This design comes from an exercise in tuning for small area and a short achievable clock period on the open sky130 flow, not from production work.
No functional check of the RTL was part of any run shown here.
Power and IR drop assume default switching activity.

## flow/design.v (module list and top-level ports; edited modules follow where they fit)
// module alu_ops: 36 lines
// module mul16lo: 394 lines
// module alu_top: 639 lines
module alu_top (
    input clk,
    input [16-1:0] a,
    input [16-1:0] b,
    input [3:0] sel,
    output reg [16-1:0] y,
    output reg carry
);
  // ...
==> flow/flow/run.sh <==
#!/bin/bash
# Standard ORFS layout (standard.sh: unchanged synthesis, steps and SDC) with
# a larger setup slack margin for the repair steps.  At the design's 27 ns
# period every path already has slack, so without a margin the repair steps
# do nothing; with MARGIN ns they shorten every path longer than 27 - MARGIN.
set -euo pipefail
MARGIN=16.5
bash standard.sh SETUP_SLACK_MARGIN=$MARGIN  finish > standard.log 2>&1
==> flow/standard.sh <==
#!/bin/bash
# synth_recipe.tcl (not shown) runs the flow's synth.tcl, then flattens the netlist and writes it again
# the make line also repeats each setting of config.mk as NAME=value (left out here)
make -C /OpenROAD-flow-scripts/flow DESIGN_CONFIG=/design/flow/config.mk WORK_HOME=/design/flow/orfs CLKGATE_MAP_FILE= SYNTH_SCRIPT=/design/flow/synth_recipe.tcl "${@:-finish}"
==> flow/config.mk <==
export PLATFORM = sky130hd
export DESIGN_NAME = alu_top
export DESIGN_NICKNAME = alu_top
export VERILOG_FILES = /design/flow/design.v
export SDC_FILE = /design/flow/constraint.sdc
export NUM_CORES = 4
export LEC_CHECK = 0
export ABC_AREA = 1
export CAP_MARGIN = 20
export CORE_MARGIN = 2
export CORE_UTILIZATION = 55
export SLEW_MARGIN = 20
==> flow/constraint.sdc <==
create_clock -name core_clock -period 27.0 [get_ports {clk}]
set_input_delay 5.4000 -clock core_clock [delete_from_list [all_inputs] [get_ports {clk}]]
set_output_delay 5.4000 -clock core_clock [all_outputs]
set_load 0.01 [all_outputs]
==> metrics.md, run 1 <==
| Metric | Value |
|---|---|
| CTS Buf Count | `9` |
| # H-tree levels | `3` |
| Clk power | `124 uW` |
| Worst Hold Path EP | `s2_m[15]$_DFF_P_` |
| Setup slack at placement | `14.43 ns` |
| Worst Tran Pin Value | `1.10 ns` |
| Wl on met1 | `23700 um` |
| TNS Setup | `0 ns` |
| Max layer used | `met4` |
| DR WL met3 | `4960 um` |
| Int Power | `478 uW` |
| FFs w/ async S/R, synth | `0%` |
| 1st-iter DRT viols | `1370` |
| Grt peak-use layer | `met2` |
| Startpoint types | `register` |
| Tot GR Track Use | `35.2%` |
| Outcome | `no timing/DRC/antenna violations` |
| Gate Count Post-Synth | `2559` |
| Clock-cell share of area | `1.37%` |
| Placed inst area | `16800 um2` |
| Drt pass-1 iters | `6` |
| Fraction of area in multi-input gates | `67.5%` |
| Leak | `11.0 nW` |
| Seq/total area | `9.16%` |
| Critical Path End Type | `register` |
| Final setup violation count | `0` |
| Pwr dens | `44.8 nW/um2` |
| #MultiIn Comb | `1936` |
| WHS | `0.505 ns` |
| Critical path class | `register to register` |
| Max-slew violation count | `0` |
==> module alu_top, before the edit <==
module alu_top (
    input clk,
    input [16-1:0] a,
    input [16-1:0] b,
    input [3:0] sel,
    output reg [16-1:0] y,
    output reg carry
);
  wire [0:0] t15 = a[15];
  wire [0:0] p15 = ~(t15 ^ b[0:0]);
  wire [1:0] c15;
  wire G15_0 = p15[0] ? 1'b0 : b[0];
  assign c15[0] = 1'b0;
  assign c15[1] = G15_0;
  wire [0:0] d15 = ~p15 ^ c15[0:0];
  wire q15 = ~|b[15:1] & ~c15[1];
  wire [0:0] r15 = q15 ? d15[0:0] : t15;
  wire [1:0] t14 = {r15, a[14]};
  wire [1:0] p14 = ~(t14 ^ b[1:0]);
  wire [2:0] c14;
  wire G14_0 = p14[0] ? 1'b0 : b[0];
  wire G14_1 = p14[1] ? G14_0 : b[1];
  assign c14[0] = 1'b0;
  assign c14[1] = G14_0;
  assign c14[2] = G14_1;
  wire [1:0] d14 = ~p14 ^ c14[1:0];
  wire q14 = ~|b[15:2] & ~c14[2];
  wire [1:0] r14 = q14 ? d14[1:0] : t14;
  wire [2:0] t13 = {r14, a[13]};
  wire [2:0] p13 = ~(t13 ^ b[2:0]);
  wire [3:0] c13;
  wire G13_0 = p13[0] ? 1'b0 : b[0];
  wire G13_1 = p13[2] ? b[1] : b[2];
  wire P13_1 = p13[2] & p13[1];
  wire G13_2 = p13[1] ? G13_0 : b[1];
  wire G13_3 = P13_1 ? G13_0 : G13_1;
  assign c13[0] = 1'b0;
  assign c13[1] = G13_0;
  assign c13[2] = G13_2;
  assign c13[3] = G13_3;
  wire [2:0] d13 = ~p13 ^ c13[2:0];
  wire q13 = ~|b[15:3] & ~c13[3];
  wire [2:0] r13 = q13 ? d13[2:0] : t13;
  wire [3:0] t12 = {r13, a[12]};
  wire [3:0] p12 = ~(t12 ^ b[3:0]);
  wire [4:0] c12;
  wire G12_0 = p12[0] ? 1'b0 : b[0];
  wire G12_1 = p12[2] ? b[1] : b[2];
  wire P12_1 = p12[2] & p12[1];
  wire G12_2 = p12[1] ? G12_0 : b[1];
  wire G12_3 = P12_1 ? G12_0 : G12_1;
  wire G12_4 = p12[3] ? G12_3 : b[3];
  assign c12[0] = 1'b0;
  assign c12[1] = G12_0;
  assign c12[2] = G12_2;
  assign c12[3] = G12_3;
  assign c12[4] = G12_4;
  wire [3:0] d12 = ~p12 ^ c12[3:0];
  wire q12 = ~|b[15:4] & ~c12[4];
  wire [3:0] r12 = q12 ? d12[3:0] : t12;
  reg [15:0] s1_a, s1_b;
  reg [3:0] s1_sel;
  reg [3:0] s1_r, s1_q;
  always @(posedge clk) begin
    s1_a <= a;
    s1_b <= b;
    s1_sel <= sel;
    s1_r <= r12;
    s1_q <= {q15, q14, q13, q12};
  end
  wire [4:0] t11 = {s1_r, s1_a[11]};
  wire [4:0] p11 = ~(t11 ^ s1_b[4:0]);
  wire [5:0] c11;
  wire G11_0 = p11[0] ? 1'b0 : s1_b[0];
  wire G11_1 = p11[2] ? s1_b[1] : s1_b[2];
  wire P11_1 = p11[2] & p11[1];
  wire G11_2 = p11[4] ? s1_b[3] : s1_b[4];
  wire P11_2 = p11[4] & p11[3];
  wire G11_3 = p11[1] ? G11_0 : s1_b[1];
  wire G11_4 = P11_1 ? G11_0 : G11_1;
  wire G11_5 = p11[3] ? G11_4 : s1_b[3];
  wire G11_6 = P11_2 ? G11_4 : G11_2;
  assign c11[0] = 1'b0;
  assign c11[1] = G11_0;
  assign c11[2] = G11_3;
  assign c11[3] = G11_4;
  assign c11[4] = G11_5;
  assign c11[5] = G11_6;
  wire [4:0] d11 = ~p11 ^ c11[4:0];
  wire q11 = ~|s1_b[15:5] & ~c11[5];
  wire [4:0] r11 = q11 ? d11[4:0] : t11;
  wire [5:0] t10 = {r11, s1_a[10]};
  wire [5:0] p10 = ~(t10 ^ s1_b[5:0]);
  wire [6:0] c10;
  wire G10_0 = p10[0] ? 1'b0 : s1_b[0];
  wire G10_1 = p10[2] ? s1_b[1] : s1_b[2];
  wire P10_1 = p10[2] & p10[1];
  wire G10_2 = p10[4] ? s1_b[3] : s1_b[4];
  wire P10_2 = p10[4] & p10[3];
  wire G10_3 = p10[1] ? G10_0 : s1_b[1];
  wire G10_4 = P10_1 ? G10_0 : G10_1;
  wire G10_5 = p10[5] ? G10_2 : s1_b[5];
  wire P10_5 = p10[5] & P10_2;
  wire G10_6 = p10[3] ? G10_4 : s1_b[3];
  wire G10_7 = P10_2 ? G10_4 : G10_2;
  wire G10_8 = P10_5 ? G10_4 : G10_5;
  assign c10[0] = 1'b0;
  assign c10[1] = G10_0;
  assign c10[2] = G10_3;
  assign c10[3] = G10_4;
  assign c10[4] = G10_6;
  assign c10[5] = G10_7;
  assign c10[6] = G10_8;
  wire [5:0] d10 = ~p10 ^ c10[5:0];
  wire q10 = ~|s1_b[15:6] & ~c10[6];
  wire [5:0] r10 = q10 ? d10[5:0] : t10;
  wire [6:0] t9 = {r10, s1_a[9]};
  wire [6:0] p9 = ~(t9 ^ s1_b[6:0]);
  wire [7:0] c9;
  wire G9_0 = p9[0] ? 1'b0 : s1_b[0];
  wire G9_1 = p9[2] ? s1_b[1] : s1_b[2];
  wire P9_1 = p9[2] & p9[1];
  wire G9_2 = p9[4] ? s1_b[3] : s1_b[4];
  wire P9_2 = p9[4] & p9[3];
  wire G9_3 = p9[6] ? s1_b[5] : s1_b[6];
  wire P9_3 = p9[6] & p9[5];
  wire G9_4 = p9[1] ? G9_0 : s1_b[1];
  wire G9_5 = P9_1 ? G9_0 : G9_1;
  wire G9_6 = p9[5] ? G9_2 : s1_b[5];
  wire P9_6 = p9[5] & P9_2;
  wire G9_7 = P9_3 ? G9_2 : G9_3;
  wire P9_7 = P9_3 & P9_2;
  wire G9_8 = p9[3] ? G9_5 : s1_b[3];
  wire G9_9 = P9_2 ? G9_5 : G9_2;
  wire G9_10 = P9_6 ? G9_5 : G9_6;
  wire G9_11 = P9_7 ? G9_5 : G9_7;
  assign c9[0] = 1'b0;
  assign c9[1] = G9_0;
  assign c9[2] = G9_4;
  assign c9[3] = G9_5;
  assign c9[4] = G9_8;
  assign c9[5] = G9_9;
  assign c9[6] = G9_10;
  assign c9[7] = G9_11;
  wire [6:0] d9 = ~p9 ^ c9[6:0];
  wire q9 = ~|s1_b[15:7] & ~c9[7];
  wire [6:0] r9 = q9 ? d9[6:0] : t9;
  wire [7:0] t8 = {r9, s1_a[8]};
  wire [7:0] p8 = ~(t8 ^ s1_b[7:0]);
  wire [8:0] c8;
  wire G8_0 = p8[0] ? 1'b0 : s1_b[0];
  wire G8_1 = p8[2] ? s1_b[1] : s1_b[2];
  wire P8_1 = p8[2] & p8[1];
  wire G8_2 = p8[4] ? s1_b[3] : s1_b[4];
  wire P8_2 = p8[4] & p8[3];
  wire G8_3 = p8[6] ? s1_b[5] : s1_b[6];
  wire P8_3 = p8[6] & p8[5];
  wire G8_4 = p8[1] ? G8_0 : s1_b[1];
  wire G8_5 = P8_1 ? G8_0 : G8_1;
  wire G8_6 = p8[5] ? G8_2 : s1_b[5];
  wire P8_6 = p8[5] & P8_2;
  wire G8_7 = P8_3 ? G8_2 : G8_3;
  wire P8_7 = P8_3 & P8_2;
  wire G8_8 = p8[3] ? G8_5 : s1_b[3];
  wire G8_9 = P8_2 ? G8_5 : G8_2;
  wire G8_10 = P8_6 ? G8_5 : G8_6;
  wire G8_11 = P8_7 ? G8_5 : G8_7;
  wire G8_12 = p8[7] ? G8_11 : s1_b[7];
  assign c8[0] = 1'b0;
  assign c8[1] = G8_0;
  assign c8[2] = G8_4;
  assign c8[3] = G8_5;
  assign c8[4] = G8_8;
  assign c8[5] = G8_9;
  assign c8[6] = G8_10;
  assign c8[7] = G8_11;
  assign c8[8] = G8_12;
  wire [7:0] d8 = ~p8 ^ c8[7:0];
  wire q8 = ~|s1_b[15:8] & ~c8[8];
  wire [7:0] r8 = q8 ? d8[7:0] : t8;
  wire [8:0] t7 = {r8, s1_a[7]};
  wire [8:0] p7 = ~(t7 ^ s1_b[8:0]);
  wire [9:0] c7;
  wire G7_0 = p7[0] ? 1'b0 : s1_b[0];
  wire G7_1 = p7[2] ? s1_b[1] : s1_b[2];
  wire P7_1 = p7[2] & p7[1];
  wire G7_2 = p7[4] ? s1_b[3] : s1_b[4];
  wire P7_2 = p7[4] & p7[3];
  wire G7_3 = p7[6] ? s1_b[5] : s1_b[6];
  wire P7_3 = p7[6] & p7[5];
  wire G7_4 = p7[8] ? s1_b[7] : s1_b[8];
  wire P7_4 = p7[8] & p7[7];
  wire G7_5 = p7[1] ? G7_0 : s1_b[1];
  wire G7_6 = P7_1 ? G7_0 : G7_1;
  wire G7_7 = p7[5] ? G7_2 : s1_b[5];
  wire P7_7 = p7[5] & P7_2;
  wire G7_8 = P7_3 ? G7_2 : G7_3;
  wire P7_8 = P7_3 & P7_2;
  wire G7_9 = p7[3] ? G7_6 : s1_b[3];
  wire G7_10 = P7_2 ? G7_6 : G7_2;
  wire G7_11 = P7_7 ? G7_6 : G7_7;
  wire G7_12 = P7_8 ? G7_6 : G7_8;
  wire G7_13 = p7[7] ? G7_12 : s1_b[7];
  wire G7_14 = P7_4 ? G7_12 : G7_4;
  assign c7[0] = 1'b0;
  assign c7[1] = G7_0;
  assign c7[2] = G7_5;
  assign c7[3] = G7_6;
  assign c7[4] = G7_9;
  assign c7[5] = G7_10;
  assign c7[6] = G7_11;
  assign c7[7] = G7_12;
  assign c7[8] = G7_13;
  assign c7[9] = G7_14;
  wire [8:0] d7 = ~p7 ^ c7[8:0];
  wire q7 = ~|s1_b[15:9] & ~c7[9];
  wire [8:0] r7 = q7 ? d7[8:0] : t7;
  wire [9:0] t6 = {r7, s1_a[6]};
  wire [9:0] p6 = ~(t6 ^ s1_b[9:0]);
  wire [10:0] c6;
  wire G6_0 = p6[0] ? 1'b0 : s1_b[0];
  wire G6_1 = p6[2] ? s1_b[1] : s1_b[2];
  wire P6_1 = p6[2] & p6[1];
  wire G6_2 = p6[4] ? s1_b[3] : s1_b[4];
  wire P6_2 = p6[4] & p6[3];
  wire G6_3 = p6[6] ? s1_b[5] : s1_b[6];
  wire P6_3 = p6[6] & p6[5];
  wire G6_4 = p6[8] ? s1_b[7] : s1_b[8];
  wire P6_4 = p6[8] & p6[7];
  wire G6_5 = p6[1] ? G6_0 : s1_b[1];
  wire G6_6 = P6_1 ? G6_0 : G6_1;
  wire G6_7 = p6[5] ? G6_2 : s1_b[5];
  wire P6_7 = p6[5] & P6_2;
  wire G6_8 = P6_3 ? G6_2 : G6_3;
  wire P6_8 = P6_3 & P6_2;
  wire G6_9 = p6[9] ? G6_4 : s1_b[9];
  wire P6_9 = p6[9] & P6_4;
  wire G6_10 = p6[3] ? G6_6 : s1_b[3];
  wire G6_11 = P6_2 ? G6_6 : G6_2;
  wire G6_12 = P6_7 ? G6_6 : G6_7;
  wire G6_13 = P6_8 ? G6_6 : G6_8;
  wire G6_14 = p6[7] ? G6_13 : s1_b[7];
  wire G6_15 = P6_4 ? G6_13 : G6_4;
  wire G6_16 = P6_9 ? G6_13 : G6_9;
  assign c6[0] = 1'b0;
  assign c6[1] = G6_0;
  assign c6[2] = G6_5;
  assign c6[3] = G6_6;
  assign c6[4] = G6_10;
  assign c6[5] = G6_11;
  assign c6[6] = G6_12;
  assign c6[7] = G6_13;
  assign c6[8] = G6_14;
  assign c6[9] = G6_15;
  assign c6[10] = G6_16;
  wire [9:0] d6 = ~p6 ^ c6[9:0];
  wire q6 = ~|s1_b[15:10] & ~c6[10];
  wire [9:0] r6 = q6 ? d6[9:0] : t6;
  wire [10:0] t5 = {r6, s1_a[5]};
  wire [10:0] p5 = ~(t5 ^ s1_b[10:0]);
  wire [11:0] c5;
  wire G5_0 = p5[0] ? 1'b0 : s1_b[0];
  wire G5_1 = p5[2] ? s1_b[1] : s1_b[2];
  wire P5_1 = p5[2] & p5[1];
  wire G5_2 = p5[4] ? s1_b[3] : s1_b[4];
  wire P5_2 = p5[4] & p5[3];
  wire G5_3 = p5[6] ? s1_b[5] : s1_b[6];
  wire P5_3 = p5[6] & p5[5];
  wire G5_4 = p5[8] ? s1_b[7] : s1_b[8];
  wire P5_4 = p5[8] & p5[7];
  wire G5_5 = p5[10] ? s1_b[9] : s1_b[10];
  wire P5_5 = p5[10] & p5[9];
  wire G5_6 = p5[1] ? G5_0 : s1_b[1];
  wire G5_7 = P5_1 ? G5_0 : G5_1;
  wire G5_8 = p5[5] ? G5_2 : s1_b[5];
  wire P5_8 = p5[5] & P5_2;
  wire G5_9 = P5_3 ? G5_2 : G5_3;
  wire P5_9 = P5_3 & P5_2;
  wire G5_10 = p5[9] ? G5_4 : s1_b[9];
  wire P5_10 = p5[9] & P5_4;
  wire G5_11 = P5_5 ? G5_4 : G5_5;
  wire P5_11 = P5_5 & P5_4;
  wire G5_12 = p5[3] ? G5_7 : s1_b[3];
  wire G5_13 = P5_2 ? G5_7 : G5_2;
  wire G5_14 = P5_8 ? G5_7 : G5_8;
  wire G5_15 = P5_9 ? G5_7 : G5_9;
  wire G5_16 = p5[7] ? G5_15 : s1_b[7];
  wire G5_17 = P5_4 ? G5_15 : G5_4;
  wire G5_18 = P5_10 ? G5_15 : G5_10;
  wire G5_19 = P5_11 ? G5_15 : G5_11;
  assign c5[0] = 1'b0;
  assign c5[1] = G5_0;
  assign c5[2] = G5_6;
  assign c5[3] = G5_7;
  assign c5[4] = G5_12;
  assign c5[5] = G5_13;
  assign c5[6] = G5_14;
  assign c5[7] = G5_15;
  assign c5[8] = G5_16;
  assign c5[9] = G5_17;
  assign c5[10] = G5_18;
  assign c5[11] = G5_19;
  wire [10:0] d5 = ~p5 ^ c5[10:0];
  wire q5 = ~|s1_b[15:11] & ~c5[11];
  wire [10:0] r5 = q5 ? d5[10:0] : t5;
  wire [11:0] t4 = {r5, s1_a[4]};
  wire [11:0] p4 = ~(t4 ^ s1_b[11:0]);
  wire [12:0] c4;
  wire G4_0 = p4[0] ? 1'b0 : s1_b[0];
  wire G4_1 = p4[2] ? s1_b[1] : s1_b[2];
  wire P4_1 = p4[2] & p4[1];
  wire G4_2 = p4[4] ? s1_b[3] : s1_b[4];
  wire P4_2 = p4[4] & p4[3];
  wire G4_3 = p4[6] ? s1_b[5] : s1_b[6];
  wire P4_3 = p4[6] & p4[5];
  wire G4_4 = p4[8] ? s1_b[7] : s1_b[8];
  wire P4_4 = p4[8] & p4[7];
  wire G4_5 = p4[10] ? s1_b[9] : s1_b[10];
  wire P4_5 = p4[10] & p4[9];
  wire G4_6 = p4[1] ? G4_0 : s1_b[1];
  wire G4_7 = P4_1 ? G4_0 : G4_1;
  wire G4_8 = p4[5] ? G4_2 : s1_b[5];
  wire P4_8 = p4[5] & P4_2;
  wire G4_9 = P4_3 ? G4_2 : G4_3;
  wire P4_9 = P4_3 & P4_2;
  wire G4_10 = p4[9] ? G4_4 : s1_b[9];
  wire P4_10 = p4[9] & P4_4;
  wire G4_11 = P4_5 ? G4_4 : G4_5;
  wire P4_11 = P4_5 & P4_4;
  wire G4_12 = p4[3] ? G4_7 : s1_b[3];
  wire G4_13 = P4_2 ? G4_7 : G4_2;
  wire G4_14 = P4_8 ? G4_7 : G4_8;
  wire G4_15 = P4_9 ? G4_7 : G4_9;
  wire G4_16 = p4[11] ? G4_11 : s1_b[11];
  wire P4_16 = p4[11] & P4_11;
  wire G4_17 = p4[7] ? G4_15 : s1_b[7];
  wire G4_18 = P4_4 ? G4_15 : G4_4;
  wire G4_19 = P4_10 ? G4_15 : G4_10;
  wire G4_20 = P4_11 ? G4_15 : G4_11;
  wire G4_21 = P4_16 ? G4_15 : G4_16;
  assign c4[0] = 1'b0;
  assign c4[1] = G4_0;
  assign c4[2] = G4_6;
  assign c4[3] = G4_7;
  assign c4[4] = G4_12;
  assign c4[5] = G4_13;
  assign c4[6] = G4_14;
  assign c4[7] = G4_15;
  assign c4[8] = G4_17;
  assign c4[9] = G4_18;
  assign c4[10] = G4_19;
  assign c4[11] = G4_20;
  assign c4[12] = G4_21;
  wire [11:0] d4 = ~p4 ^ c4[11:0];
  wire q4 = ~|s1_b[15:12] & ~c4[12];
  wire [11:0] r4 = q4 ? d4[11:0] : t4;
  wire [12:0] t3 = {r4, s1_a[3]};
  wire [12:0] p3 = ~(t3 ^ s1_b[12:0]);
  wire [13:0] c3;
  wire G3_0 = p3[0] ? 1'b0 : s1_b[0];
  wire G3_1 = p3[2] ? s1_b[1] : s1_b[2];
  wire P3_1 = p3[2] & p3[1];
  wire G3_2 = p3[4] ? s1_b[3] : s1_b[4];
  wire P3_2 = p3[4] & p3[3];
  wire G3_3 = p3[6] ? s1_b[5] : s1_b[6];
  wire P3_3 = p3[6] & p3[5];
  wire G3_4 = p3[8] ? s1_b[7] : s1_b[8];
  wire P3_4 = p3[8] & p3[7];
  wire G3_5 = p3[10] ? s1_b[9] : s1_b[10];
  wire P3_5 = p3[10] & p3[9];
  wire G3_6 = p3[12] ? s1_b[11] : s1_b[12];
  wire P3_6 = p3[12] & p3[11];
  wire G3_7 = p3[1] ? G3_0 : s1_b[1];
  wire G3_8 = P3_1 ? G3_0 : G3_1;
  wire G3_9 = p3[5] ? G3_2 : s1_b[5];
  wire P3_9 = p3[5] & P3_2;
  wire G3_10 = P3_3 ? G3_2 : G3_3;
  wire P3_10 = P3_3 & P3_2;
  wire G3_11 = p3[9] ? G3_4 : s1_b[9];
  wire P3_11 = p3[9] & P3_4;
  wire G3_12 = P3_5 ? G3_4 : G3_5;
  wire P3_12 = P3_5 & P3_4;
  wire G3_13 = p3[3] ? G3_8 : s1_b[3];
  wire G3_14 = P3_2 ? G3_8 : G3_2;
  wire G3_15 = P3_9 ? G3_8 : G3_9;
  wire G3_16 = P3_10 ? G3_8 : G3_10;
  wire G3_17 = p3[11] ? G3_12 : s1_b[11];
  wire P3_17 = p3[11] & P3_12;
  wire G3_18 = P3_6 ? G3_12 : G3_6;
  wire P3_18 = P3_6 & P3_12;
  wire G3_19 = p3[7] ? G3_16 : s1_b[7];
  wire G3_20 = P3_4 ? G3_16 : G3_4;
  wire G3_21 = P3_11 ? G3_16 : G3_11;
  wire G3_22 = P3_12 ? G3_16 : G3_12;
  wire G3_23 = P3_17 ? G3_16 : G3_17;
  wire G3_24 = P3_18 ? G3_16 : G3_18;
  assign c3[0] = 1'b0;
  assign c3[1] = G3_0;
  assign c3[2] = G3_7;
  assign c3[3] = G3_8;
  assign c3[4] = G3_13;
  assign c3[5] = G3_14;
  assign c3[6] = G3_15;
  assign c3[7] = G3_16;
  assign c3[8] = G3_19;
  assign c3[9] = G3_20;
  assign c3[10] = G3_21;
  assign c3[11] = G3_22;
  assign c3[12] = G3_23;
  assign c3[13] = G3_24;
  wire [12:0] d3 = ~p3 ^ c3[12:0];
  wire q3 = ~|s1_b[15:13] & ~c3[13];
  wire [12:0] r3 = q3 ? d3[12:0] : t3;
  wire [13:0] t2 = {r3, s1_a[2]};
  wire [13:0] p2 = ~(t2 ^ s1_b[13:0]);
  wire [14:0] c2;
  wire G2_0 = p2[0] ? 1'b0 : s1_b[0];
  wire G2_1 = p2[2] ? s1_b[1] : s1_b[2];
  wire P2_1 = p2[2] & p2[1];
  wire G2_2 = p2[4] ? s1_b[3] : s1_b[4];
  wire P2_2 = p2[4] & p2[3];
  wire G2_3 = p2[6] ? s1_b[5] : s1_b[6];
  wire P2_3 = p2[6] & p2[5];
  wire G2_4 = p2[8] ? s1_b[7] : s1_b[8];
  wire P2_4 = p2[8] & p2[7];
  wire G2_5 = p2[10] ? s1_b[9] : s1_b[10];
  wire P2_5 = p2[10] & p2[9];
  wire G2_6 = p2[12] ? s1_b[11] : s1_b[12];
  wire P2_6 = p2[12] & p2[11];
  wire G2_7 = p2[1] ? G2_0 : s1_b[1];
  wire G2_8 = P2_1 ? G2_0 : G2_1;
  wire G2_9 = p2[5] ? G2_2 : s1_b[5];
  wire P2_9 = p2[5] & P2_2;
  wire G2_10 = P2_3 ? G2_2 : G2_3;
  wire P2_10 = P2_3 & P2_2;
  wire G2_11 = p2[9] ? G2_4 : s1_b[9];
  wire P2_11 = p2[9] & P2_4;
  wire G2_12 = P2_5 ? G2_4 : G2_5;
  wire P2_12 = P2_5 & P2_4;
  wire G2_13 = p2[13] ? G2_6 : s1_b[13];
  wire P2_13 = p2[13] & P2_6;
  wire G2_14 = p2[3] ? G2_8 : s1_b[3];
  wire G2_15 = P2_2 ? G2_8 : G2_2;
  wire G2_16 = P2_9 ? G2_8 : G2_9;
  wire G2_17 = P2_10 ? G2_8 : G2_10;
  wire G2_18 = p2[11] ? G2_12 : s1_b[11];
  wire P2_18 = p2[11] & P2_12;
  wire G2_19 = P2_6 ? G2_12 : G2_6;
  wire P2_19 = P2_6 & P2_12;
  wire G2_20 = P2_13 ? G2_12 : G2_13;
  wire P2_20 = P2_13 & P2_12;
  wire G2_21 = p2[7] ? G2_17 : s1_b[7];
  wire G2_22 = P2_4 ? G2_17 : G2_4;
  wire G2_23 = P2_11 ? G2_17 : G2_11;
  wire G2_24 = P2_12 ? G2_17 : G2_12;
  wire G2_25 = P2_18 ? G2_17 : G2_18;
  wire G2_26 = P2_19 ? G2_17 : G2_19;
  wire G2_27 = P2_20 ? G2_17 : G2_20;
  assign c2[0] = 1'b0;
  assign c2[1] = G2_0;
  assign c2[2] = G2_7;
  assign c2[3] = G2_8;
  assign c2[4] = G2_14;
  assign c2[5] = G2_15;
  assign c2[6] = G2_16;
  assign c2[7] = G2_17;
  assign c2[8] = G2_21;
  assign c2[9] = G2_22;
  assign c2[10] = G2_23;
  assign c2[11] = G2_24;
  assign c2[12] = G2_25;
  assign c2[13] = G2_26;
  assign c2[14] = G2_27;
  wire [13:0] d2 = ~p2 ^ c2[13:0];
  wire q2 = ~|s1_b[15:14] & ~c2[14];
  wire [13:0] r2 = q2 ? d2[13:0] : t2;
  wire [15:2] qm = {s1_q, q11, q10, q9, q8, q7, q6, q5, q4, q3, q2};
  wire [15:0] o;
  wire co;
  alu_ops u_ops (.A(s1_a), .B(s1_b), .sel(s1_sel), .Y(o), .C(co));
  wire isdiv = s1_sel == 4'b0011;
  reg [15:0] s2_m;         
  reg [13:0] s2_r;
  reg [1:0] s2_a;
  reg [15:0] s2_b;
  reg s2_div;
  always @(posedge clk) begin
    s2_m <= isdiv ? {qm, o[1:0]} : o;
    s2_r <= r2;
    s2_a <= s1_a[1:0];
    s2_b <= s1_b;
    s2_div <= isdiv;
    carry <= co;
  end
  wire [14:0] t1 = {s2_r, s2_a[1]};
  wire [14:0] p1 = ~(t1 ^ s2_b[14:0]);
  wire [15:0] c1;
  wire G1_0 = p1[0] ? 1'b0 : s2_b[0];
  wire G1_1 = p1[2] ? s2_b[1] : s2_b[2];
  wire P1_1 = p1[2] & p1[1];
  wire G1_2 = p1[4] ? s2_b[3] : s2_b[4];
  wire P1_2 = p1[4] & p1[3];
  wire G1_3 = p1[6] ? s2_b[5] : s2_b[6];
  wire P1_3 = p1[6] & p1[5];
  wire G1_4 = p1[8] ? s2_b[7] : s2_b[8];
  wire P1_4 = p1[8] & p1[7];
  wire G1_5 = p1[10] ? s2_b[9] : s2_b[10];
  wire P1_5 = p1[10] & p1[9];
  wire G1_6 = p1[12] ? s2_b[11] : s2_b[12];
  wire P1_6 = p1[12] & p1[11];
  wire G1_7 = p1[14] ? s2_b[13] : s2_b[14];
  wire P1_7 = p1[14] & p1[13];
  wire G1_8 = p1[1] ? G1_0 : s2_b[1];
  wire G1_9 = P1_1 ? G1_0 : G1_1;
  wire G1_10 = p1[5] ? G1_2 : s2_b[5];
  wire P1_10 = p1[5] & P1_2;
  wire G1_11 = P1_3 ? G1_2 : G1_3;
  wire P1_11 = P1_3 & P1_2;
  wire G1_12 = p1[9] ? G1_4 : s2_b[9];
  wire P1_12 = p1[9] & P1_4;
  wire G1_13 = P1_5 ? G1_4 : G1_5;
  wire P1_13 = P1_5 & P1_4;
  wire G1_14 = p1[13] ? G1_6 : s2_b[13];
  wire P1_14 = p1[13] & P1_6;
  wire G1_15 = P1_7 ? G1_6 : G1_7;
  wire P1_15 = P1_7 & P1_6;
  wire G1_16 = p1[3] ? G1_9 : s2_b[3];
  wire G1_17 = P1_2 ? G1_9 : G1_2;
  wire G1_18 = P1_10 ? G1_9 : G1_10;
  wire G1_19 = P1_11 ? G1_9 : G1_11;
  wire G1_20 = p1[11] ? G1_13 : s2_b[11];
  wire P1_20 = p1[11] & P1_13;
  wire G1_21 = P1_6 ? G1_13 : G1_6;
  wire P1_21 = P1_6 & P1_13;
  wire G1_22 = P1_14 ? G1_13 : G1_14;
  wire P1_22 = P1_14 & P1_13;
  wire G1_23 = P1_15 ? G1_13 : G1_15;
  wire P1_23 = P1_15 & P1_13;
  wire G1_24 = p1[7] ? G1_19 : s2_b[7];
  wire G1_25 = P1_4 ? G1_19 : G1_4;
  wire G1_26 = P1_12 ? G1_19 : G1_12;
  wire G1_27 = P1_13 ? G1_19 : G1_13;
  wire G1_28 = P1_20 ? G1_19 : G1_20;
  wire G1_29 = P1_21 ? G1_19 : G1_21;
  wire G1_30 = P1_22 ? G1_19 : G1_22;
  wire G1_31 = P1_23 ? G1_19 : G1_23;
  assign c1[0] = 1'b0;
  assign c1[1] = G1_0;
  assign c1[2] = G1_8;
  assign c1[3] = G1_9;
  assign c1[4] = G1_16;
  assign c1[5] = G1_17;
  assign c1[6] = G1_18;
  assign c1[7] = G1_19;
  assign c1[8] = G1_24;
  assign c1[9] = G1_25;
  assign c1[10] = G1_26;
  assign c1[11] = G1_27;
  assign c1[12] = G1_28;
  assign c1[13] = G1_29;
  assign c1[14] = G1_30;
  assign c1[15] = G1_31;
  wire [14:0] d1 = ~p1 ^ c1[14:0];
  wire q1 = ~|s2_b[15:15] & ~c1[15];
  wire [14:0] r1 = q1 ? d1[14:0] : t1;
  wire [15:0] t0 = {r1, s2_a[0]};
  wire [15:0] p0 = ~(t0 ^ s2_b[15:0]);
  wire [16:0] c0;
  wire G0_0 = p0[0] ? 1'b0 : s2_b[0];
  wire G0_1 = p0[2] ? s2_b[1] : s2_b[2];
  wire P0_1 = p0[2] & p0[1];
  wire G0_2 = p0[4] ? s2_b[3] : s2_b[4];
  wire P0_2 = p0[4] & p0[3];
  wire G0_3 = p0[6] ? s2_b[5] : s2_b[6];
  wire P0_3 = p0[6] & p0[5];
  wire G0_4 = p0[8] ? s2_b[7] : s2_b[8];
  wire P0_4 = p0[8] & p0[7];
  wire G0_5 = p0[10] ? s2_b[9] : s2_b[10];
  wire P0_5 = p0[10] & p0[9];
  wire G0_6 = p0[12] ? s2_b[11] : s2_b[12];
  wire P0_6 = p0[12] & p0[11];
  wire G0_7 = p0[14] ? s2_b[13] : s2_b[14];
  wire P0_7 = p0[14] & p0[13];
  wire G0_8 = p0[1] ? G0_0 : s2_b[1];
  wire G0_9 = P0_1 ? G0_0 : G0_1;
  wire G0_10 = p0[5] ? G0_2 : s2_b[5];
  wire P0_10 = p0[5] & P0_2;
  wire G0_11 = P0_3 ? G0_2 : G0_3;
  wire P0_11 = P0_3 & P0_2;
  wire G0_12 = p0[9] ? G0_4 : s2_b[9];
  wire P0_12 = p0[9] & P0_4;
  wire G0_13 = P0_5 ? G0_4 : G0_5;
  wire P0_13 = P0_5 & P0_4;
  wire G0_14 = p0[13] ? G0_6 : s2_b[13];
  wire P0_14 = p0[13] & P0_6;
  wire G0_15 = P0_7 ? G0_6 : G0_7;
  wire P0_15 = P0_7 & P0_6;
  wire G0_16 = p0[3] ? G0_9 : s2_b[3];
  wire G0_17 = P0_2 ? G0_9 : G0_2;
  wire G0_18 = P0_10 ? G0_9 : G0_10;
  wire G0_19 = P0_11 ? G0_9 : G0_11;
  wire G0_20 = p0[11] ? G0_13 : s2_b[11];
  wire P0_20 = p0[11] & P0_13;
  wire G0_21 = P0_6 ? G0_13 : G0_6;
  wire P0_21 = P0_6 & P0_13;
  wire G0_22 = P0_14 ? G0_13 : G0_14;
  wire P0_22 = P0_14 & P0_13;
  wire G0_23 = P0_15 ? G0_13 : G0_15;
  wire P0_23 = P0_15 & P0_13;
  wire G0_24 = p0[7] ? G0_19 : s2_b[7];
  wire G0_25 = P0_4 ? G0_19 : G0_4;
  wire G0_26 = P0_12 ? G0_19 : G0_12;
  wire G0_27 = P0_13 ? G0_19 : G0_13;
  wire G0_28 = P0_20 ? G0_19 : G0_20;
  wire G0_29 = P0_21 ? G0_19 : G0_21;
  wire G0_30 = P0_22 ? G0_19 : G0_22;
  wire G0_31 = P0_23 ? G0_19 : G0_23;
  wire G0_32 = p0[15] ? G0_31 : s2_b[15];
  assign c0[0] = 1'b0;
  assign c0[1] = G0_0;
  assign c0[2] = G0_8;
  assign c0[3] = G0_9;
  assign c0[4] = G0_16;
  assign c0[5] = G0_17;
  assign c0[6] = G0_18;
  assign c0[7] = G0_19;
  assign c0[8] = G0_24;
  assign c0[9] = G0_25;
  assign c0[10] = G0_26;
  assign c0[11] = G0_27;
  assign c0[12] = G0_28;
  assign c0[13] = G0_29;
  assign c0[14] = G0_30;
  assign c0[15] = G0_31;
  assign c0[16] = G0_32;
  wire [15:0] d0 = ~p0 ^ c0[15:0];
  wire q0 = 1'b1 & ~c0[16];
  always @* y = {s2_m[15:2], s2_div ? {q1, q0} : s2_m[1:0]};
endmodule
==> inputs of run 2 (changes only) <==
--- a/flow/design.v
+++ b/flow/design.v
@@ -489,25 +489,15 @@
   wire q12 = ~|b[15:4] & ~c12[4];
   wire [3:0] r12 = q12 ? d12[3:0] : t12;
-  reg [15:0] s1_a, s1_b;
-  reg [3:0] s1_sel;
-  reg [3:0] s1_r, s1_q;
-  always @(posedge clk) begin
-    s1_a <= a;
-    s1_b <= b;
-    s1_sel <= sel;
-    s1_r <= r12;
-    s1_q <= {q15, q14, q13, q12};
-  end
-  wire [4:0] t11 = {s1_r, s1_a[11]};
-  wire [4:0] p11 = ~(t11 ^ s1_b[4:0]);
+  wire [4:0] t11 = {r12, a[11]};
+  wire [4:0] p11 = ~(t11 ^ b[4:0]);
   wire [5:0] c11;
-  wire G11_0 = p11[0] ? 1'b0 : s1_b[0];
-  wire G11_1 = p11[2] ? s1_b[1] : s1_b[2];
+  wire G11_0 = p11[0] ? 1'b0 : b[0];
+  wire G11_1 = p11[2] ? b[1] : b[2];
   wire P11_1 = p11[2] & p11[1];
-  wire G11_2 = p11[4] ? s1_b[3] : s1_b[4];
+  wire G11_2 = p11[4] ? b[3] : b[4];
   wire P11_2 = p11[4] & p11[3];
-  wire G11_3 = p11[1] ? G11_0 : s1_b[1];
+  wire G11_3 = p11[1] ? G11_0 : b[1];
   wire G11_4 = P11_1 ? G11_0 : G11_1;
-  wire G11_5 = p11[3] ? G11_4 : s1_b[3];
+  wire G11_5 = p11[3] ? G11_4 : b[3];
   wire G11_6 = P11_2 ? G11_4 : G11_2;
   assign c11[0] = 1'b0;
@@ -518,7 +508,17 @@
   assign c11[5] = G11_6;
   wire [4:0] d11 = ~p11 ^ c11[4:0];
-  wire q11 = ~|s1_b[15:5] & ~c11[5];
+  wire q11 = ~|b[15:5] & ~c11[5];
   wire [4:0] r11 = q11 ? d11[4:0] : t11;
-  wire [5:0] t10 = {r11, s1_a[10]};
+  reg [15:0] s1_a, s1_b;
+  reg [3:0] s1_sel;
+  reg [4:0] s1_r, s1_q;
+  always @(posedge clk) begin
+    s1_a <= a;
+    s1_b <= b;
+    s1_sel <= sel;
+    s1_r <= r11;
+    s1_q <= {q15, q14, q13, q12, q11};
+  end
+  wire [5:0] t10 = {s1_r, s1_a[10]};
   wire [5:0] p10 = ~(t10 ^ s1_b[5:0]);
   wire [6:0] c10;
@@ -905,5 +905,5 @@
   wire q2 = ~|s1_b[15:14] & ~c2[14];
   wire [13:0] r2 = q2 ? d2[13:0] : t2;
-  wire [15:2] qm = {s1_q, q11, q10, q9, q8, q7, q6, q5, q4, q3, q2};
+  wire [15:2] qm = {s1_q, q10, q9, q8, q7, q6, q5, q4, q3, q2};
   wire [15:0] o;
   wire co;
--- a/flow/flow/run.sh
+++ b/flow/flow/run.sh
@@ -5,4 +5,4 @@
 # do nothing; with MARGIN ns they shorten every path longer than 27 - MARGIN.
 set -euo pipefail
-MARGIN=16.5
+MARGIN=15.5
 bash standard.sh SETUP_SLACK_MARGIN=$MARGIN  finish > standard.log 2>&1
==> run 2 against run 1 <==
  * Register-to-register slack worse by 0.11 ns
  * Critical path type is now input port to register
  * Clock power is 13% higher
  * Sequential share of layout area up 1.9 points
  * Via count is 7.0% lower
  * Combinational power fell by 13%
  * Final area fell by 17%
  * Power is 7.3% lower
  * Synthesized cell count shrank 0.78%
  * Setup slack worse by 0.36 ns
  * Sequential cell count grew 2
  * Highest routed layer unchanged
==> metrics.md, run 2 <==
| Metric | Value |
|---|---|
| Syn_nets | `2766 (was 2786)` |
| Final hold viol count | `0 (unchanged)` |
| First-pass GRT wire length | `77600 um (was 84800 um)` |
| Vias per cell | `5.46 (was 5.58)` |
| Initial Utilization | `56.0% (was 56.1%)` |
| Outcome | `no timing/DRC/antenna violations (unchanged)` |
| Die H | `172 um (was 176 um)` |
| Setup slack, reg-to-reg | `16.31 ns (was 16.42 ns)` |
| Max-slew violation count | `0 (unchanged)` |
| Met2 WL | `22500 um (was 25700 um)` |
| WL per Instance | `16.9 um (was 18.2 um)` |
| Commonest non-fill, non-tap cell in the layout | `nand2_1 (unchanged)` |
| Fmax | `0.0914 GHz (was 0.0945 GHz)` |
| Clock Skew | `0.00966 ns (was 0.0147 ns)` |
| GPL Wtd Cong | `0.932 (was 0.943)` |
| Clk pwr share | `16.1% (was 13.2%)` |
| Critical Path End Type | `register (unchanged)` |
| CTS Buf Count | `9 (unchanged)` |
| Commonest non-fill, non-tap cells in the layout | `nand2_1 (903), inv_1 (431), nand3_1 (240) (was nand2_1 (685), inv_1 (396), nand2_2 (191))` |
| Int Power | `454 uW (was 478 uW)` |
| Top-count cell post-synth | `nand2_1 (unchanged)` |
| Synth top area cells | `nand2_1 (22%), fa_1 (15%), dfxtp_1 (12%), inv_1 (11%), nand3_1 (8.0%) (was nand2_1 (21%), fa_1 (15%), dfxtp_1 (12%), inv_1 (9.5%), nand3_1 (8.5%))` |
| Post-route design area | `17400 um2 (was 20900 um2)` |
| CTS tree | `built (unchanged)` |
| Row Count | `61 (was 62)` |
| Drt pass-1 iters | `8 (was 6)` |
| CORE AREA | `27800 um2 (was 28900 um2)` |
| Peak supply drop | `0.0000485 V (was 0.0000593 V)` |
| Crit path top cell by count | `nand2_1 (was nand2_4)` |
| Slowest CP cell | `clkdlybuf4s50_1 (was dfxtp_2)` |
| Synth Warn # | `2 (unchanged)` |
| Worst path required time | `27.29 ns (was 27.31 ns)` |
| Number of flops mapped to enable cells by yosys | `0 (unchanged)` |
| Slowest stage delay, CP | `0.47 ns (about the same)` |
| RSZ-0062 raised after global routing | `no (was yes)` |
| DR WL met3 | `4400 um (was 4960 um)` |
| Largest net degree at the start of global routing | `31 (was 27)` |
| Ant diodes | `0 (unchanged)` |
| Slew margin rel. | `34.7% (was 26.5%)` |
| Area leader, netlist | `nand2_1 (unchanged)` |
| Placed inst area | `16300 um2 (was 16800 um2)` |
| Period utilization | `40.5% (was 39.2%)` |
| Die area | `29600 um2 (was 30800 um2)` |
| Sw frac | `47.7% (was 49.0%)` |
| Residual DRC count | `0 (unchanged)` |
| Clock Latency Late Sink | `0.38 ns (was 0.37 ns)` |
| Register area share after synthesis | `12.4% (was 11.6%)` |
| Gate Count Post-Synth | `2539 (was 2559)` |
| # H-tree levels | `3 (unchanged)` |
| Routed wire length | `50200 um (was 57100 um)` |
| I/O pin total | `54 (unchanged)` |
| Detailed placement HPWL | `36900 um (was 38200 um)` |
| CTS max path bufs | `2 (unchanged)` |
| Leak | `9.75 nW (was 11.0 nW)` |
| Post-Syn Area | `15500 um2 (was 16200 um2)` |
| Crit path max fanout | `6 (was 9)` |
| Flop pwr share | `19.2% (was 17.6%)` |
| Wl on met1 | `21600 um (was 23700 um)` |
| Vias in the first global route | `15100 (was 16400)` |
| Worst Tran Pin Value | `0.978 ns (was 1.10 ns)` |
| DRT antenna net count | `0 (unchanged)` |
| Area added between synthesis and finish | `12.3% (was 29.3%)` |
| Vias | `16200 (was 17500)` |
| Hold buffer count at cts | `0 (unchanged)` |
| IO buf count | `53 (unchanged)` |
| Share of cells above drive strength 1 | `10.3% (was 29.3%)` |
| WHS | `0.481 ns (was 0.505 ns)` |
| 1st-iter DRT viols | `1512 (was 1370)` |
| TNS Setup | `0 ns (unchanged)` |
| Fillers | `2744 (was 2409)` |
| Cell at the root of the clock tree | `clkbuf_16 (unchanged)` |
| Max layer used | `met4 (unchanged)` |
| Clock sinks | `96 (was 94)` |
| Critical path class | `input port to register (was register to register)` |
| Comb power frac | `64.7% (was 69.2%)` |
| Syn Area/Cell | `6.12 um2 (was 6.32 um2)` |
| Max Cap Viol | `0 (unchanged)` |
| Min-delay worst type | `register to register (unchanged)` |
| Area share of the largest cell type after synthesis | `22.2% (was 20.5%)` |
| Startpoint types | `input port (was register)` |
| Post-synth top flop | `dfxtp_1 (unchanged)` |
| GR Overflow Total | `0 (unchanged)` |
| Seq cells post-synth | `96 (was 94)` |
| Nets | `2816 (was 2968)` |
| CP Data Arrival Time | `11.24 ns (was 10.89 ns)` |
| Pwr dens | `49.8 nW/um2 (was 44.8 nW/um2)` |
| Tmin final | `10.94 ns (was 10.58 ns)` |
| Initial antenna violation count | `0 (unchanged)` |
| FFs w/ async S/R, synth | `0% (unchanged)` |
| Post-synth cell types | `62 (was 68)` |
| Clock slew at reported path FFs | `0.07 ns (about the same)` |
| Final setup violation count | `0 (unchanged)` |
| NetSw | `414 uW (was 459 uW)` |
| Tot GR Track Use | `33.9% (was 35.2%)` |
| Die Width | `172 um (was 176 um)` |
| Synth cell count leaders | `nand2_1 (918), inv_1 (437), nand3_1 (248) (was nand2_1 (886), inv_1 (408), nand3_1 (275))` |
## run 2: worst paths after layout
kind / startpoint / to / cells past startpoint
hold reg to reg: s1_b[14]$_DFF_P_ / s2_b[14]$_DFF_P_ / 0
setup reg to reg: s1_b[2]$_DFF_P_ / s2_r[9]$_DFF_P_ / 86
setup / recovery: b[11] / s1_r[2]$_DFF_P_ / 41
hold / removal: s1_b[14]$_DFF_P_ / s2_b[14]$_DFF_P_ / 0
## run 2: area by class of cell
cell class | instances | area [um2] | area share (%)
multi-input combinational | 1889 | 11700 | 67.1
timing repair buffer | 112 | 1120 | 6.42
clock buffer | 10 | 239 | 1.37
sequential | 96 | 1930 | 11.1
inverter | 481 | 1890 | 10.8
tap | 378 | 473 | 2.71
clock inverter | 6 | 76.3 | 0.437
## run 2: logic make-up (layout without fill, tap and decap cells)
logic type | count (synthesis) | after routing | share of synthesized area [%]
AND/OR/NAND/NOR | 1424 | 1427 | 39.5
buffers and inverters | 557 | 609 | 14.6
AO/OA/AOI/OAI | 193 | 193 | 7.93
adder cells (fa/ha/maj) | 192 | 192 | 21.2
flip-flops | 96 | 96 | 12.4
XOR/XNOR | 73 | 73 | 4.11
multiplexers | 4 | 4 | 0.266
## run 2: critical path, delay by kind of cell
family,cells,cell delay (ns)
adders and majority gates,1,0.34
AOI/OAI and AO/OA,8,1.12
buffers and inverters,8,1.10
and+or+nand+nor,23,3.04
muxes,1,0.20
## run 2: power groups by stage
stage	clock, mW	sequential (mW)	combinational [mW]
after floorplan	0	0.168	0.394
after global placement	0	0.169	0.533
after detailed placement	0	0.169	0.535
after CTS	0.142	0.166	0.544
after global routing	0.148	0.169	0.635
final	0.140	0.167	0.562
## run 2: through the flow
| stage | cells | setup WS (ns) | total power, mW | util, % |
|---|---|---|---|---|
| after CTS | 2938 | 15.50 | 0.853 | 60.1 |
| after global placement | 2921 | 14.89 | 0.703 | 58.7 |
| final | 2972 | 16.06 | 0.869 | 62.8 |
| after global routing | 2972 | 15.41 | 0.951 | 62.8 |
| after detailed placement | 2921 | 14.78 | 0.705 | 58.7 |
| after floorplan | 2539 | 16.62 | 0.562 | - |
## run 2: metal layers
layer / GRT usage, % / up-vias
met5: 0 / -
met4: 12.5 / 0
met3: 6.52 / 110
met2: 55.5 / 717
met1: 44.6 / 7476
li1: - / 7934
## run 2: timing repair
action	4_1_cts	5_1_grt
gates resized for setup	15	123
pin swaps	3	16
buffers inserted	1	28
cloned	0	6
setup endpoints to repair	20	22

-- afterwards: timing with drivers on the ports --
The results above use ideal ports. As a check the final layouts listed here were re-extracted and re-timed, cells and wires unchanged. Step 1, drivers: a clkbuf_16 drives clk and a buf_2 each remaining input, both assumed. Step 2 also shifts input and output timing later by t, the mid clock arrival at the registers, as if the neighbouring blocks saw the same clock. a / b / c = no drivers / after step 1 / after step 2; a / b = the first two.
| run | t (ns) | setup slack, ns | hold slack, ns | worst setup path after step 2 | pins driven straight from the clock port |
|---|---|---|---|---|---|
| run 1 | 0.419 | 16.418 / 16.418 / 16.418 | 0.505 / 0.505 / 0.505 | register to register | 1 |
| run 2 | 0.430 | 16.058 / 16.085 / 15.655 | 0.481 / 0.481 / 0.481 | input to register | 1 |
After both steps every run listed still meets setup and hold. For run 2, which loses most, drivers alone change the setup slack by +0.027 ns; drivers and shift together by -0.403 ns.
